From an optimization exercise on the open Yosys and OpenROAD flow, aimed at small area; shortcuts taken in it are not production practice. In this exercise RTL edits were held to simulation tests only and were not proved equivalent to the original. The flow treats the clock pin as an ideal source. Dropping or thinning the clock tree relies on that and would not hold on a real chip. Power figures rest on the tool's default switching activity, not on a simulated workload.

## Passthrough
module Passthrough(
	input wire CLK,
	input wire rst,  
	output wire TX,
	output wire C4,
	output wire C5,
	input wire C6,
	output wire C8,
	output wire LED1,
	output wire C15
);
localparam [1:0] P_WAIT = 2'd0, P_WAITF = 2'd1, P_SEND = 2'd2, P_RESP = 2'd3;
reg [1:0] ph;
reg [16:0] cnt;
reg [6:0] cc;      
reg [6:0] mc;      
reg u;             
reg [12:0] mr;     
reg c4_q, c15_q;
wire [8:0] tmr = cnt[8:0];
wire [3:0] bi = cnt[12:9];
wire [3:0] by = cnt[16:13];
wire [16:0] inc = cnt + 17'd1;
wire tovf = &tmr;
wire is_send = (ph == P_SEND);
wire is_gap = (bi == 4'd9);
wire [6:0] oldmax = u ? 7'd126 : mc;
wire cc_last = (cc == 7'd126);
wire gt = cnt[12:0] > mr;
reg [6:0] pre;
always @(*) begin
	case (by[2:0])
		3'd0: pre = 7'h48;  
		3'd1: pre = 7'h34;  
		3'd2: pre = 7'h72;  
		3'd3: pre = 7'h64;  
		3'd4: pre = 7'h63;  
		3'd5: pre = 7'h30;  
		3'd6: pre = 7'h72;  
		default: pre = 7'h33;  
	endcase
end
wire [7:0] bs_data = {1'b0, by[3] ? cc : pre};
wire [7:0] usb_data = {1'b0, mc};
wire bs_frame = (bi == 4'd15) ? 1'b0 : (bi[3] ? 1'b1 : bs_data[bi[2:0]]);
wire usb_low = (cc == 7'd32) & (((bi == 4'd15) & (by == 4'd15)) |
                                (~bi[3] & (by == 4'd0) & ~usb_data[bi[2:0]]));
assign TX = ~(is_send & usb_low);
assign C4 = c4_q;
assign C15 = c15_q;
assign C5 = (ph == P_RESP);
assign C8 = (ph != P_WAITF);
assign LED1 = u | mc[6] | mc[5];
always @(posedge CLK) begin
	if (rst) begin
		ph <= P_WAIT;
		cnt <= 17'd21071;
		cc <= 7'd32;
		mc <= 7'd0;
		u <= 1'b0;
		mr <= 13'd0;
		c4_q <= 1'b1;
		c15_q <= 1'b1;
	end else begin
		c4_q <= ~is_send | bs_frame;
		c15_q <= ~is_send | is_gap;
		cnt <= inc;
  ...
clock: 10.0 ns
lec_check: 0
cap_margin: 20
core_margin: 2
core_utilization: 60
cts_buf_list: sky130_fd_sc_hd__clkbuf_8
cts_cluster_diameter: 300
cts_cluster_size: 60
slew_margin: 20
standard.sh (not shown) runs the stock make flow with config.mk's settings and CLKGATE_MAP_FILE= SYNTH_SCRIPT=/design/flow/synth_recipe.tcl, a recipe that flattens the netlist after the stock synthesis.
==> flow/flow/run.sh <==
#!/bin/bash
# Own flow: the standard layout, except that synthesis maps the logic with
# an area-oriented ABC script (flow/abc_area.script). Everything else in
# synthesis (flip-flop mapping, flattening, renaming) is the standard script's.
set -euo pipefail
here=$(pwd)
script=$here/flow/abc_area.script
# ORFS's synth.tcl with only the ABC call changed
sed "s#log_cmd abc {\*}\$abc_args#log_cmd abc -script $script {*}[lrange \$abc_args 2 end]#" \
  "$FLOW_HOME/scripts/synth.tcl" > "$here/synth_area.tcl"
grep -q "abc -script $script" "$here/synth_area.tcl"
# The standard flow's synthesis script, sourcing the changed synth.tcl
sed "s#\$::env(SCRIPTS_DIR)/synth.tcl#$here/synth_area.tcl#" synth_recipe.tcl > "$here/synth_recipe_area.tcl"
grep -q "synth_area.tcl" "$here/synth_recipe_area.tcl"
bash standard.sh SYNTH_SCRIPT="$here/synth_recipe_area.tcl" ADDER_MAP_FILE= BUFFER_PORTS_ARGS="-inputs -outputs -buffer_cell sky130_fd_sc_hd__buf_1" PRE_CTS_TCL="$here/flow/cts_single.tcl" CLKBUF_CELL=sky130_fd_sc_hd__clkbuf_8 CLKBUF_N=3 finish > "$here/flow.log" 2>&1
Other scripts of this flow, unchanged in this note and not shown: flow/flow/abc_area.script, flow/flow/cts_single.tcl
The starting point finished with timing, DRC and antenna clean.
Edit:
--- a/flow/config.mk
+++ b/flow/config.mk
@@ -8 +8 @@
-export CAP_MARGIN = 20
+export CAP_MARGIN = 0
@@ -11,4 +11,2 @@
-export CTS_BUF_LIST = sky130_fd_sc_hd__clkbuf_8
-export CTS_CLUSTER_DIAMETER = 300
-export CTS_CLUSTER_SIZE = 60
-export SLEW_MARGIN = 20
+export GPL_TIMING_DRIVEN = 0
+export SLEW_MARGIN = 0
After rerunning:
- combinational power stays flat
- wire length came out lower by 4.1%
- power stays flat
- setup slack gets worse by 0.12 ns
- maximum frequency falls by 2.9%
- clock skew stays flat
- die area stays the same
- synthesized cell count does not change
- final cell count drops by 0.59%
In every run of this note, the design's own scripts or RTL, not TritonCTS, make the clock network.


The RTL this note starts from:
==> flow/design.v <==
`timescale 1ns / 1ps
module Passthrough(
	input wire CLK,
	input wire rst,  
	output wire TX,
	output wire C4,
	output wire C5,
	input wire C6,
	output wire C8,
	output wire LED1,
	output wire C15
);
localparam [1:0] P_WAIT = 2'd0, P_WAITF = 2'd1, P_SEND = 2'd2, P_RESP = 2'd3;
reg [1:0] ph;
reg [16:0] cnt;
reg [6:0] cc;      
reg [6:0] mc;      
reg u;             
reg [12:0] mr;     
reg c4_q, c15_q;
wire [8:0] tmr = cnt[8:0];
wire [3:0] bi = cnt[12:9];
wire [3:0] by = cnt[16:13];
wire [16:0] inc = cnt + 17'd1;
wire tovf = &tmr;
wire is_send = (ph == P_SEND);
wire is_gap = (bi == 4'd9);
wire [6:0] oldmax = u ? 7'd126 : mc;
wire cc_last = (cc == 7'd126);
wire gt = cnt[12:0] > mr;
reg [6:0] pre;
always @(*) begin
	case (by[2:0])
		3'd0: pre = 7'h48;  
		3'd1: pre = 7'h34;  
		3'd2: pre = 7'h72;  
		3'd3: pre = 7'h64;  
		3'd4: pre = 7'h63;  
		3'd5: pre = 7'h30;  
		3'd6: pre = 7'h72;  
		default: pre = 7'h33;  
	endcase
end
wire [7:0] bs_data = {1'b0, by[3] ? cc : pre};
wire [7:0] usb_data = {1'b0, mc};
wire bs_frame = (bi == 4'd15) ? 1'b0 : (bi[3] ? 1'b1 : bs_data[bi[2:0]]);
wire usb_low = (cc == 7'd32) & (((bi == 4'd15) & (by == 4'd15)) |
                                (~bi[3] & (by == 4'd0) & ~usb_data[bi[2:0]]));
assign TX = ~(is_send & usb_low);
assign C4 = c4_q;
assign C15 = c15_q;
assign C5 = (ph == P_RESP);
assign C8 = (ph != P_WAITF);
assign LED1 = u | mc[6] | mc[5];
always @(posedge CLK) begin
	if (rst) begin
		ph <= P_WAIT;
		cnt <= 17'd21071;
		cc <= 7'd32;
		mc <= 7'd0;
		u <= 1'b0;
		mr <= 13'd0;
		c4_q <= 1'b1;
		c15_q <= 1'b1;
	end else begin
		c4_q <= ~is_send | bs_frame;
		c15_q <= ~is_send | is_gap;
		cnt <= inc;
		case (ph)
			P_WAIT: begin
				if (&cnt) begin
					ph <= P_SEND;
					cnt <= {4'd15, 4'd9, 9'd510};
					cc <= cc_last ? 7'd32 : cc + 7'd1;
					if (cc_last)
						mr <= 13'd0;
				end
			end
			P_WAITF: begin
				ph <= P_WAIT;
			end
			P_SEND: begin
				if (is_gap & (by == 4'd15) & ~tmr[1] & tmr[0]) begin
					ph <= P_RESP;
					cnt <= 17'd0;
				end else if (tovf) begin
					cnt[8:0] <= (bi == 4'd8) ? 9'd508 : 9'd233;
					if (is_gap)
						cnt[12:9] <= 4'd15;
				end
			end
			P_RESP: begin
				if (~C6) begin
					ph <= P_WAITF;
					cnt <= {4'd0, oldmax, 6'd0};
					if (gt)
						mr <= cnt[12:0];
					mc <= (gt & ~cc_last) ? cc : oldmax;
					u <= gt & cc_last;
				end
			end
		endcase
	end
end
endmodule
Settings: LEC_CHECK=0, CAP_MARGIN=20, CORE_MARGIN=2, CORE_UTILIZATION=60, CTS_BUF_LIST=sky130_fd_sc_hd__clkbuf_8, CTS_CLUSTER_DIAMETER=300, CTS_CLUSTER_SIZE=60, SLEW_MARGIN=20; clock period 10.0 ns.
==> flow/flow/run.sh <==
#!/bin/bash
# Own flow: the standard layout, except that synthesis maps the logic with
# an area-oriented ABC script (flow/abc_area.script). Everything else in
# synthesis (flip-flop mapping, flattening, renaming) is the standard script's.
set -euo pipefail
here=$(pwd)
script=$here/flow/abc_area.script
# ORFS's synth.tcl with only the ABC call changed
sed "s#log_cmd abc {\*}\$abc_args#log_cmd abc -script $script {*}[lrange \$abc_args 2 end]#" \
  "$FLOW_HOME/scripts/synth.tcl" > "$here/synth_area.tcl"
grep -q "abc -script $script" "$here/synth_area.tcl"
# The standard flow's synthesis script, sourcing the changed synth.tcl
sed "s#\$::env(SCRIPTS_DIR)/synth.tcl#$here/synth_area.tcl#" synth_recipe.tcl > "$here/synth_recipe_area.tcl"
grep -q "synth_area.tcl" "$here/synth_recipe_area.tcl"
bash standard.sh SYNTH_SCRIPT="$here/synth_recipe_area.tcl" ADDER_MAP_FILE= finish > "$here/flow.log" 2>&1
==> flow/flow/abc_area.script <==
strash
&get -n
&deepsyn -T 20
&dch -f
&nf -a -R 1000
&put
Edit:
--- a/flow/flow/run.sh
+++ b/flow/flow/run.sh
@@ -15 +15 @@
-bash standard.sh SYNTH_SCRIPT="$here/synth_recipe_area.tcl" ADDER_MAP_FILE= finish > "$here/flow.log" 2>&1
+bash standard.sh SYNTH_SCRIPT="$here/synth_recipe_area.tcl" finish > "$here/flow.log" 2>&1
==> flow/flow/abc_area.script (replaced) <==
strash
&get -n
&deepsyn -T 20
&dch
&nf -a
&put
- CORE_UTILIZATION: 60 -> 40
- CTS_BUF_LIST: sky130_fd_sc_hd__clkbuf_8 -> not set
- CTS_CLUSTER_DIAMETER: 300 -> not set
- CTS_CLUSTER_SIZE: 60 -> not set
After rerunning:
- sequential power barely changes
- area after synthesis rises by 17%
- power rises by 3.2%
- cell area rises by 17%
- utilization falls by 23 points
- worst setup slack improves by 0.24 ns
- global-route usage falls by 10 points
- wire length rises by 18%
- via count rises by 10%
- clock-buffer cell count is unchanged

## separate check: timing with driven ports
How much do the figures lean on ideal ports? The routed layouts below were timed once more, with nothing changed but the port constraints.
Step 1 (the two cells are an assumption about what drives the block):
set clk [get_ports {CLK}]
set_driving_cell -lib_cell sky130_fd_sc_hd__clkbuf_16 $clk
set_driving_cell -lib_cell sky130_fd_sc_hd__buf_2 [delete_from_list [all_inputs] $clk]
Step 2 times the ports against the registers' clock, not the clock port: input delays grow and output delays shrink by t, the midpoint of the rising clock arrivals with the driver on.
Slacks: ideal ports / drivers / drivers and shift; pairs: ideal ports / drivers.
| run | t (ns) | slack for setup (ns) | clock arrival spread, ns |
|---|---|---|---|
| the first run of note 1 | 0.205 | 5.943 / 5.973 / 5.768 | 0.008 / 0.008 |
| the second run of note 1 | 0.202 | 5.822 / 5.850 / 5.648 | 0.008 / 0.008 |
| the first run of note 2 | 0.323 | 5.367 / 5.337 / 5.420 | 0.005 / 0.005 |
| the second run of note 2 | 0.330 | 5.612 / 5.581 / 5.469 | 0.013 / 0.013 |
After both steps every run listed still meets setup and hold. The setup slack of the first run of note 1, which loses most, moves by +0.030 ns with the drivers and by -0.175 ns with both steps.
